Source: an optimization exercise on an open RTL-to-GDS flow (aim: small area). Production flows keep margins and buffers that such runs may drop. Function was checked by simulation only, so behaviour that the tests miss may differ from the original. No activity file was given, so power comes from the tool's default toggle rates.

[design.v]
module sevenseg (data, ledsegments);
input [3:0] data;
output [6:0] ledsegments;
assign ledsegments[0] = (~data[0] & ~data[1] & data[2]) | (data[0] & ~data[1] & ~data[2] & ~data[3]);
assign ledsegments[1] = (data[0] & ~data[1] & data[2]) | (~data[0] & data[1] & data[2]);
assign ledsegments[2] = (~data[0] & data[1] & ~data[2]);
assign ledsegments[3] = (~data[0] & ~data[1] & data[2]) | (data[0] & data[1] & data[2]) | (data[0] & ~data[1] & ~data[2] & ~data[3]);
assign ledsegments[4] = data[0] | (~data[1] & data[2]);
assign ledsegments[5] = (data[1] & ~data[2]) | (data[0] & data[1]) | (data[0] & ~data[2] & ~data[3]);
assign ledsegments[6] = (data[0] & data[1] & data[2]) | (~data[1] & ~data[2] & ~data[3]);
endmodule
module sevenseg6 (data, ledsegments);
input [2:0] data;
output [6:0] ledsegments;
assign ledsegments[0] = (~data[0] & data[2]) | (data[0] & ~data[1] & ~data[2]);
assign ledsegments[1] = (data[0] & data[2]);
assign ledsegments[2] = (~data[0] & data[1]);
assign ledsegments[3] = (~data[0] & data[2]) | (data[0] & ~data[1] & ~data[2]);
assign ledsegments[4] = data[2] | data[0];
assign ledsegments[5] = (data[0] & ~data[2]) | data[1];
assign ledsegments[6] = (~data[1] & ~data[2]);
endmodule
module digit10 (c, s, last);
input [3:0] c;
output [3:0] s;
output last;
assign s[0] = ~c[0];
assign s[1] = (c[0] & ~c[1] & ~c[3]) | (~c[0] & c[1]);
assign s[2] = (~c[0] & c[2]) | (~c[1] & c[2]) | (c[0] & c[1] & ~c[2]);
assign s[3] = (~c[0] & c[3]) | (c[0] & c[1] & c[2]);
assign last = (c[0] & c[3]);
endmodule
module digit6 (c, s, last);
input [2:0] c;
output [2:0] s;
output last;
assign s[0] = ~c[0];
assign s[1] = (~c[0] & c[1]) | (c[0] & ~c[1] & ~c[2]);
assign s[2] = (~c[0] & c[2]) | (c[0] & c[1]);
assign last = (c[0] & c[2]);
endmodule
module Light(in_key, out_key, clk, clr);
  input in_key, clk, clr;
  output out_key;
  reg [1:0] cnt;
  always @(posedge clk)
    if (clr | in_key) cnt <= 2'd0;
    else if (cnt != 2'd3) cnt <= cnt + 2'd1;
  assign out_key = (cnt == 2'd3);
endmodule
module stopwatch_01(clk,rst,key_reset,key_start_pause,key_display_stop,
					hex0,hex1,hex2,hex3,hex4,hex5,
					led0,led1,led2,led3 );
	input clk,rst,key_reset,key_start_pause,key_display_stop;
	output [6:0] hex0,hex1,hex2,hex3,hex4,hex5;
	output led0,led1,led2,led3;
	reg led0,led1,led2;
	assign led3 = 1'b0;
	reg [1:0] m3;     
	reg [2:0] m7;     
	reg [3:0] m11;    
	reg [3:0] m13;    
	reg [15:0] m60001;  
	localparam [2:0] P7 = 3'b010;
	localparam [3:0] P4 = 4'b1010;
	localparam [15:0] P16 = 16'haaaa;
	wire [2:0] s7 = m7 ^ P7;
	wire [3:0] s11 = m11 ^ P4;
	wire [3:0] s13 = m13 ^ P4;
	wire [15:0] s60001 = m60001 ^ P16;
	wire t11 = (s11 == 4'b1001);           
	wire t13 = (s13 == 4'b1101);           
	wire tick_h = t11;                                   
	wire tick_s = (s7 == 3'b110) & t11 & t13;            
	wire tick_m = (s60001 == 16'hc008);                  
	wire clr    = ~m3[1] & (s7 == 3'b100);               
	always @(posedge clk)
		if (rst) begin
			m3 <= 2'b10; m7 <= 3'b001 ^ P7; m11 <= 4'b0111 ^ P4; m13 <= 4'b0110 ^ P4; m60001 <= 16'h0021 ^ P16;
		end else begin
			m3 <= {~m3[0], ~(~m3[1] | m3[0])};
			m7 <= {s7[1:0], s7[2] ^ s7[1]} ^ P7;
			m11 <= {s11[2:0], s11[3] ^ s11[0] ^ t11} ^ P4;
			m13 <= {s13[2:0], s13[3] ^ s13[0] ^ t13} ^ P4;
			m60001 <= {s60001[14:0], s60001[15] ^ s60001[11] ^ s60001[5] ^ s60001[0] ^ tick_m} ^ P16;
		end
	wire reset_1_time, start_1_time, display_1_time;
	Light Segment_key_reset ( key_reset,reset_1_time,clk,clr | rst);
	Light Segment_key_start_pause ( key_start_pause,start_1_time,clk,clr | rst);
	Light Segment_key_display_stop ( key_display_stop,display_1_time,clk,clr | rst);
	localparam [3:0] Z10 = 4'd0;
	localparam [2:0] Z6 = 3'd0;
	reg [3:0] ms_lo, ms_hi, s_lo, m_lo;
	reg [2:0] s_hi, m_hi;
	reg [3:0] d_ms_lo, d_ms_hi, d_s_lo, d_m_lo;
	reg [2:0] d_s_hi, d_m_hi;
	wire [3:0] sc_ms_lo, sc_ms_hi, sc_s_lo, sc_m_lo;
	wire [2:0] sc_s_hi, sc_m_hi;
	wire l_ms_lo, l_ms_hi, l_s_lo, l_m_lo, l_s_hi, l_m_hi;
	digit10 u_ms_lo (ms_lo, sc_ms_lo, l_ms_lo);
	digit10 u_ms_hi (ms_hi, sc_ms_hi, l_ms_hi);
	digit10 u_s_lo (s_lo, sc_s_lo, l_s_lo);
	digit6  u_s_hi (s_hi, sc_s_hi, l_s_hi);
	digit10 u_m_lo (m_lo, sc_m_lo, l_m_lo);
	digit6  u_m_hi (m_hi, sc_m_hi, l_m_hi);
	wire run = ~start_1_time;
	wire i_ms_lo = run & tick_h;
	wire i_ms_hi = i_ms_lo & l_ms_lo;
	wire i_s_lo = run & tick_s;
	wire i_s_hi = i_s_lo & l_s_lo;
	wire i_m_lo = run & tick_m;
	wire i_m_hi = i_m_lo & l_m_lo;
	wire [3:0] n_ms_lo = i_ms_lo ? sc_ms_lo : ms_lo;
	wire [3:0] n_ms_hi = i_ms_hi ? sc_ms_hi : ms_hi;
	wire [3:0] n_s_lo = i_s_lo ? sc_s_lo : s_lo;
	wire [2:0] n_s_hi = i_s_hi ? sc_s_hi : s_hi;
	wire [3:0] n_m_lo = i_m_lo ? sc_m_lo : m_lo;
	wire [2:0] n_m_hi = i_m_hi ? sc_m_hi : m_hi;
	always @(posedge clk)
		if (rst) begin
			led0 <= 0; led1 <= 0; led2 <= 0;
			ms_lo <= Z10; ms_hi <= Z10; s_lo <= Z10; s_hi <= Z6; m_lo <= Z10; m_hi <= Z6;
			d_ms_lo <= Z10; d_ms_hi <= Z10; d_s_lo <= Z10; d_s_hi <= Z6; d_m_lo <= Z10; d_m_hi <= Z6;
		end else begin
			led0 <= reset_1_time;
			led1 <= start_1_time;
			led2 <= display_1_time & (led2 | ~key_display_stop);
			if (!display_1_time) begin
				d_ms_lo <= n_ms_lo; d_ms_hi <= n_ms_hi; d_s_lo <= n_s_lo;
				d_s_hi <= n_s_hi; d_m_lo <= n_m_lo; d_m_hi <= n_m_hi;
			end
			if (reset_1_time) begin
				ms_lo <= Z10; ms_hi <= Z10; s_lo <= Z10; s_hi <= Z6; m_lo <= Z10; m_hi <= Z6;
			end else begin
				ms_lo <= n_ms_lo; ms_hi <= n_ms_hi; s_lo <= n_s_lo;
				s_hi <= n_s_hi; m_lo <= n_m_lo; m_hi <= n_m_hi;
			end
		end
	sevenseg6 LED8_minute_display_high ( d_m_hi, hex5 );
	sevenseg  LED8_minute_display_low ( d_m_lo, hex4 );
	sevenseg6 LED8_second_display_high( d_s_hi, hex3 );
	sevenseg  LED8_second_display_low ( d_s_lo, hex2 );
	sevenseg  LED8_msecond_display_high( d_ms_hi, hex1 );
	sevenseg  LED8_msecond_display_low ( d_ms_lo, hex0 );
endmodule
[flow/run.sh]
#!/bin/bash
# Layout flow: the standard.sh (ORFS) with
#  - the standard synthesis, unchanged, then the combinational logic between
#    the registers re-mapped by ABC for area (registers and their names kept);
#  - buf_1 port buffers;
#  - a clock tree without dummy loads.
# Every tool's output goes to a log file of its own in this folder.
set -euo pipefail
RES=orfs/results/sky130hd/stopwatch_01/base
LIB=$FLOW_HOME/platforms/sky130hd/lib/sky130_fd_sc_hd__tt_025C_1v80.lib
export BUFFER_PORTS_ARGS="-buffer_cell sky130_fd_sc_hd__buf_1"
export CTS_ARGS="-sink_clustering_enable -repair_clock_nets -dont_use_dummy_load -buf_list sky130_fd_sc_hd__clkbuf_16 -sink_clustering_size 100 -sink_clustering_max_diameter 500"

bash standard.sh synth > standard_synth.log 2>&1
cp $RES/1_2_yosys.v synth_standard.v
yosys -c flow/remap.tcl > remap.log 2>&1
cp synth_remapped.v $RES/1_2_yosys.v
rm -f $RES/1_synth.odb $RES/1_synth.sdc
bash standard.sh > standard_finish.log 2>&1
[flow/area.abc]
strash; dch -f; amap; strash; dch -f; amap; topo
[flow/remap.tcl]
# Re-map the combinational logic of the standard synthesis for area.
# Flip-flops and tie cells are kept as they are (same instances, same names).
yosys -import
set lib $::env(FLOW_HOME)/platforms/sky130hd/lib/sky130_fd_sc_hd__tt_025C_1v80.lib
read_liberty -ignore_miss_func $lib
blackbox sky130_fd_sc_hd__dfxtp_1 sky130_fd_sc_hd__conb_1
read_verilog synth_standard.v
hierarchy -top $::env(FLOW_TOP)
flatten
opt_clean
abc -liberty $lib -dont_use *lpflow* -dont_use *probe* -script flow/area.abc
opt_clean
tee -o remap_stat.txt stat -liberty $lib
write_verilog -noattr -noexpr -nohex -nodec synth_remapped.v
[standard.sh]
#!/bin/bash
# synth_recipe.tcl (not shown) runs the flow's synth.tcl, then flattens the netlist and writes it again
# the make line also repeats each setting of config.mk as NAME=value (left out here)
make -C /OpenROAD-flow-scripts/flow DESIGN_CONFIG=/design/flow/config.mk WORK_HOME=/design/flow/orfs CLKGATE_MAP_FILE= SYNTH_SCRIPT=/design/flow/synth_recipe.tcl "${@:-finish}"
[config.mk]
export PLATFORM = sky130hd
export DESIGN_NAME = stopwatch_01
export DESIGN_NICKNAME = stopwatch_01
export VERILOG_FILES = /design/flow/design.v
export SDC_FILE = /design/flow/constraint.sdc
export NUM_CORES = 4
export LEC_CHECK = 0
export CAP_MARGIN = 20
export CORE_MARGIN = 2
export CORE_UTILIZATION = 70
export CTS_BUF_LIST = sky130_fd_sc_hd__clkbuf_8
export CTS_CLUSTER_SIZE = 40
export SLEW_MARGIN = 20
[constraint.sdc]
create_clock -name core_clock -period 10.0 [get_ports {clk}]
set_input_delay 2.0000 -clock core_clock [delete_from_list [all_inputs] [get_ports {clk}]]
set_output_delay 2.0000 -clock core_clock [all_outputs]
set_load 0.01 [all_outputs]
==> impl_metrics.tcl, run 1 <==
set metrics [dict create \
    rows 23 \
    setup_viol 0 \
    max_freq_ghz 0.250 \
    hold_depth 1 \
    cp_cell_sequence "buf_1 > clkinv_1 > nand2_1 > o21ai_0" \
    clkTransAtPathRegs_ns 0.05 \
    hold_buffers 0 \
    relSlewSlack_pct 50.1 \
    drt_pass1_iterations 5 \
    cpLargestDelayFamily "buffers and inverters" \
    regToRegSetupSlack_ns 7.78 \
    grt.total_usage_pct 26.3 \
    start_kind "input pin" \
    worst_pin_slew_ns 0.749 \
    cp-end-kind "flip-flop" \
    hold_viol 0 \
    htreeDepth 3 \
    crit_required_ns 10.16 \
    numCtsBuffers 9 \
    powerDensity_nw_per_um2 183 \
    ant_nets 0 \
    rr_worst_depth 12 \
    routed_via_density 5.53 \
    dieArea_um2 4700 \
    crit_path_max_incr_delay_ns 0.75 \
    drt_iter0_markers 115 \
    layout.nets 423 \
    area_growth_pct 16.2 \
    grt_max_degree 23 \
    holdCritStartpoint "m11[2]" \
    skew_ns 0.0125 \
    coreArea_um2 4000 \
    vias 2579 \
    diodes 0 \
    fin_setup_tns_ns 0 \
    drcViolationCount 0 \
    syn-num-nets 363 \
    cts_tree "yes" \
    post_cts_buffers 0 \
    io_pins 51 \
    p_leak_nw 1.26 \
    final_area_um2 3390 \
    fp.dieW_um 68.6 \
    grt_pass1_vias 2148 \
    holdPathEnd "m11[3]" \
    critPathMaxFanout 22 \
    post_drt_wl_per_cell_um 12.7 \
    slowest_stage "nand2_1" \
    p_total_uw 621 \
    cts.sink_count 82 \
    netlist_instances 358 \
    start_util_pct 72.9 \
    slew_violations 0 \
    worstSkewPairLatency_ns 0.32 \
    hold_class "flip-flop to flip-flop" \
    grt_overflow 0 \
    antenna_found_initial 0 \
    vdd_drop_max_v 0.000180 \
    placed_cell_area_um2 3160 \
    cts_resized 0 \
    grt_first_pass_wirelength_mm 9.13 \
    drt_wl_total_mm 5.92 \
    portBuffers 49 \
    setup_slack_ns 6.00 \
    avgSynthCellArea_um2 8.15 \
    gp_congestion 0.782 \
    syn_area_um2 2920 \
    root_buffer "clkbuf_16" \
    post-route-min-period_ns 4.00 \
    fp.dieH_um 68.6 \
    preCtsSetupSlack_ns 5.79 \
    clockBufferDepth 2 \
    r2r-start "Segment_key_start_pause.cnt[0]" \
    crit_arrival_ns 4.16 \
    outcome "timing/DRC/antenna clean" \
    dp_hpwl_mm 3.80 \
    yosys_warnings 2 \
    crit_type "input pin to flip-flop" \
    fin_crit_sh_pct 40.0 \
    drive_gt1_share_pct 2.16 \
    max_cap_violations 0 \
    rsz0062_at_grt "false" \
    reg2reg_to "d_s_hi[2]" \
    crit_buf_inv 2 \
]
==> report_power, final <==
group | switching [mW] | internal (mW)
clock network | 0.107 | 0.158
logic | 0.0111 | 0.00529
registers | 0.00499 | 0.335
==> cells in the final DEF (no fill, tap or decap), types with 2 or more instances in the layout <==
master / count
a211oi_1: 3
a21oi_1: 15
a22oi_1: 3
buf_1: 49
clkbuf_16: 9
clkinv_1: 41
dfxtp_1: 82
nand2_1: 42
nand3_1: 5
nor2_1: 82
nor2b_1: 2
nor3_1: 6
nor3b_1: 2
o211ai_1: 2
o21a_1: 3
o21ai_0: 33
o22a_1: 4
o22ai_1: 24
==> per-stage QoR <==
step | hold WS (ns) | instances | utilization [%]
after floorplan | 0.361 | 358 | -
after global placement | 0.367 | 457 | 79.1
after detailed placement | 0.372 | 457 | 79.1
after CTS | 0.391 | 466 | 84.7
after global routing | 0.400 | 466 | 84.7
final | 0.389 | 466 | 84.7
==> registers in the layout, summed over array words and instances, names as in the netlist, 3 cells and up <==
register and count:
ms_lo 4, d_ms_lo 4, m11 4, s_hi 3, m60001 16, s_lo 4
m_hi 3, m7 3, d_m_hi 3, m_lo 4, m13 4, d_s_lo 4
d_m_lo 4, d_ms_hi 4, ms_hi 4, d_s_hi 3
==> cell type report <==
cell class	instances	area, um2
flip-flops and latches	82	1640
multi-input cells	235	1120
fillers	228	611
clock buffers	9	225
repair buffers	49	184
inverters	41	154
well taps	50	62.6
==> how the worst max path moves through the flow <==
stage | endpoint | slack (ns) | depth (start not counted) | startpoint
floorplan | d_m_hi[1] | 7.00 | 3 | rst
global placement | d_m_hi[0] | 5.87 | 4 | rst
detailed placement | d_m_lo[1] | 5.79 | 4 | rst
CTS | d_m_lo[3] | 6.02 | 4 | rst
global route | d_ms_lo[3] | 5.72 | 4 | rst
finish | d_m_lo[3] | 6.00 | 4 | rst
==> per-layer routing <==
layer	part of all wire (%)	GRT usage, %	vias up	wire (um)
met5	0	0	-	0
met1	43	29.8	1172	2540
met3	4.6	6.01	10	275
met4	1.4	12.3	0	85
li1	-	-	1326	-
met2	51	46.6	71	3020
==> run 2, diff against run 1 <==
--- a/flow/run.sh
+++ b/flow/run.sh
@@ -9,7 +9,7 @@
 RES=orfs/results/sky130hd/stopwatch_01/base
 LIB=$FLOW_HOME/platforms/sky130hd/lib/sky130_fd_sc_hd__tt_025C_1v80.lib
 export BUFFER_PORTS_ARGS="-buffer_cell sky130_fd_sc_hd__buf_1"
-export CTS_ARGS="-sink_clustering_enable -repair_clock_nets -dont_use_dummy_load -buf_list sky130_fd_sc_hd__clkbuf_16 -sink_clustering_size 100 -sink_clustering_max_diameter 500"
+export CTS_ARGS="-sink_clustering_enable -repair_clock_nets -dont_use_dummy_load -buf_list sky130_fd_sc_hd__clkbuf_4"
 
 bash standard.sh synth > standard_synth.log 2>&1
 cp $RES/1_2_yosys.v synth_standard.v
==> impl_metrics.tcl, run 2 <==
set metrics [dict create \
    portBuffers 49 \
    fill_cells 269 \
    ant_nets 0 \
    holdCritStartpoint "m60001[9]" \
    dp_hpwl_mm 3.80 \
    cp_cell_sequence "buf_1 > clkinv_1 > nand2_1 > o21ai_0" \
    fin_util_pct 80.8 \
    drt_wl_total_mm 5.20 \
    regToRegSetupSlack_ns 7.80 \
    avgSynthCellArea_um2 8.15 \
    relSlewSlack_pct 52.1 \
    vdd_drop_max_v 0.000131 \
    rsz0062_at_grt "false" \
    p_total_uw 485 \
    drive_gt1_share_pct 2.16 \
    drt_iter0_markers 106 \
    fin_crit_sh_pct 38.1 \
    p_leak_nw 1.20 \
    fin_setup_tns_ns 0 \
    hold_depth 1 \
    reg2reg_to "d_s_hi[2]" \
    io_pins 51 \
    slowest_stage "nand2_1" \
    largest_reg_flops 16 \
    start_kind "input pin" \
    grt_pass1_vias 2023 \
    gp_congestion 0.782 \
    syn-num-nets 363 \
    crit_required_ns 10.25 \
    post_drt_wl_per_cell_um 11.2 \
    vias 2521 \
    outcome "timing/DRC/antenna clean" \
    drcViolationCount 0 \
    post-route-min-period_ns 3.81 \
    worstSkewPairLatency_ns 0.40 \
    setup_slack_ns 6.19 \
    layout.nets 423 \
    crit_path_max_incr_delay_ns 0.72 \
    hold_class "flip-flop to flip-flop" \
    antenna_found_initial 0 \
    grt_overflow 0 \
    syn_area_um2 2920 \
    rr_worst_depth 12 \
    clkTransAtPathRegs_ns 0.12 \
    max_cap_violations 0 \
    htreeDepth 3 \
    grt_first_pass_wirelength_mm 8.22 \
    cts_tree "yes" \
    routed_via_density 5.41 \
    critPathMaxFanout 22 \
    fp.dieH_um 68.6 \
    netlist_instances 358 \
    crit_arrival_ns 4.06 \
    largest_register "m60001" \
    layout_common_cells "dfxtp_1 (82), nor2_1 (82), buf_1 (49), nand2_1 (42), clkinv_1 (41)" \
    numCtsBuffers 9 \
    diodes 0 \
    clockBufferDepth 2 \
    yosys_warnings 2 \
    worst_pin_slew_ns 0.716 \
    max_freq_ghz 0.263 \
    start_util_pct 72.9 \
    area_growth_pct 10.8 \
    fp.dieW_um 68.6 \
    drt_pass1_iterations 4 \
    setup_viol 0 \
    root_buffer "clkbuf_4" \
    r2r-start "Segment_key_start_pause.cnt[0]" \
    dieArea_um2 4700 \
    coreArea_um2 4000 \
    powerDensity_nw_per_um2 150 \
    slew_violations 0 \
    crit_type "input pin to flip-flop" \
    cp-end-kind "flip-flop" \
    cts.sink_count 82 \
    cts_resized 0 \
    preCtsSetupSlack_ns 5.79 \
    holdWs_ns 0.381 \
    grt_max_degree 23 \
    hold_viol 0 \
    holdPathEnd "m60001[10]" \
    skew_ns 0.0244 \
    hold_buffers 0 \
    post_cts_buffers 0 \
    grt.total_usage_pct 23.8 \
    rows 23 \
]
run 2: cell types whose count changed in the layout (fill, tap and decap cells not counted):
cell / before / now
clkbuf_16: 9 / 0
clkbuf_4: 0 / 9
run 2: power by group:
group	switching, mW	total [mW]	internal, mW
sequential	0.00461	0.339	0.334
clock	0.0883	0.130	0.0419
combinational	0.0103	0.0156	0.00528
total	0.103	0.485	0.381
run 2: area by class of cell:
cell class	instances	area, um2	area share (%)
Inverter	41	154	4.76
Timing Repair Buffer	49	184	5.69
Tap cell	50	62.6	1.94
Multi-Input combinational cell	235	1120	34.7
Sequential cell	82	1640	50.8
Clock buffer	9	67.6	2.09
run 2: per-layer routing:
metal  vias up  part of all wire, %  routed length (um)  GRT usage (%)
li1       1332                    -                   -              -
met1      1129                   47                2430           26.8
met2        51                   47                2470           41.6
met3         9                  3.8                 198           4.87
met4         0                  2.1                 108           13.5
met5         -                    0                   0              0
run 2: metrics by stage:
stage	instance area, um2	cells
2_1_floorplan	2920	358
3_3_place_gp	3160	457
3_5_place_dp	3160	457
4_1_cts	3230	466
5_1_grt	3230	466
6_report	3230	466
run 2: worst max path at each step:
stage               slack, ns  depth (start not counted)  from    endpoint
detailed placement       5.79                          4   rst   d_m_lo[1]
finish                   6.19                          4   rst   d_m_lo[3]
floorplan                7.00                          3   rst   d_m_hi[1]
CTS                      6.17                          4   rst   d_m_lo[3]
global route             5.90                          4   rst  d_ms_lo[3]
global placement         5.87                          4   rst   d_m_hi[0]
run 2: worst max-delay path, delay by kind of cell:
| kind | cells | cell delay (ns) |
|---|---|---|
| buffers and inverters | 2 | 1.13 |
| AND/OR/NAND/NOR | 1 | 0.72 |
| AO/OA/AOI/OAI | 1 | 0.20 |

-- re-timing with driven ports --
The flow's constraints put no driver on any port. The routed layouts listed below were extracted and timed again, unchanged, in two steps.
Step 1 assumes that a clkbuf_16 drives the clock port and a buf_2 every other input.
Step 2 adds t to the input delays and takes it off the output delays; t is the mean of the earliest and latest rising clock arrival at the registers after step 1. Input paths then give back, and output paths get back, about the clock's delay inside the block.
a / b / c = ideal ports / drivers / drivers and shift; a / b = the first two.
run | t, ns | slack for setup (ns) | worst setup path after step 2
run 1 | 0.344 | 5.995 / 6.001 / 5.657 | input to register
run 2 | 0.416 | 6.193 / 6.192 / 5.775 | input to register
After both steps setup and hold are still met in every run listed. The setup slack of run 2, which loses most, moves by -0.001 ns with the drivers and by -0.418 ns with both steps.
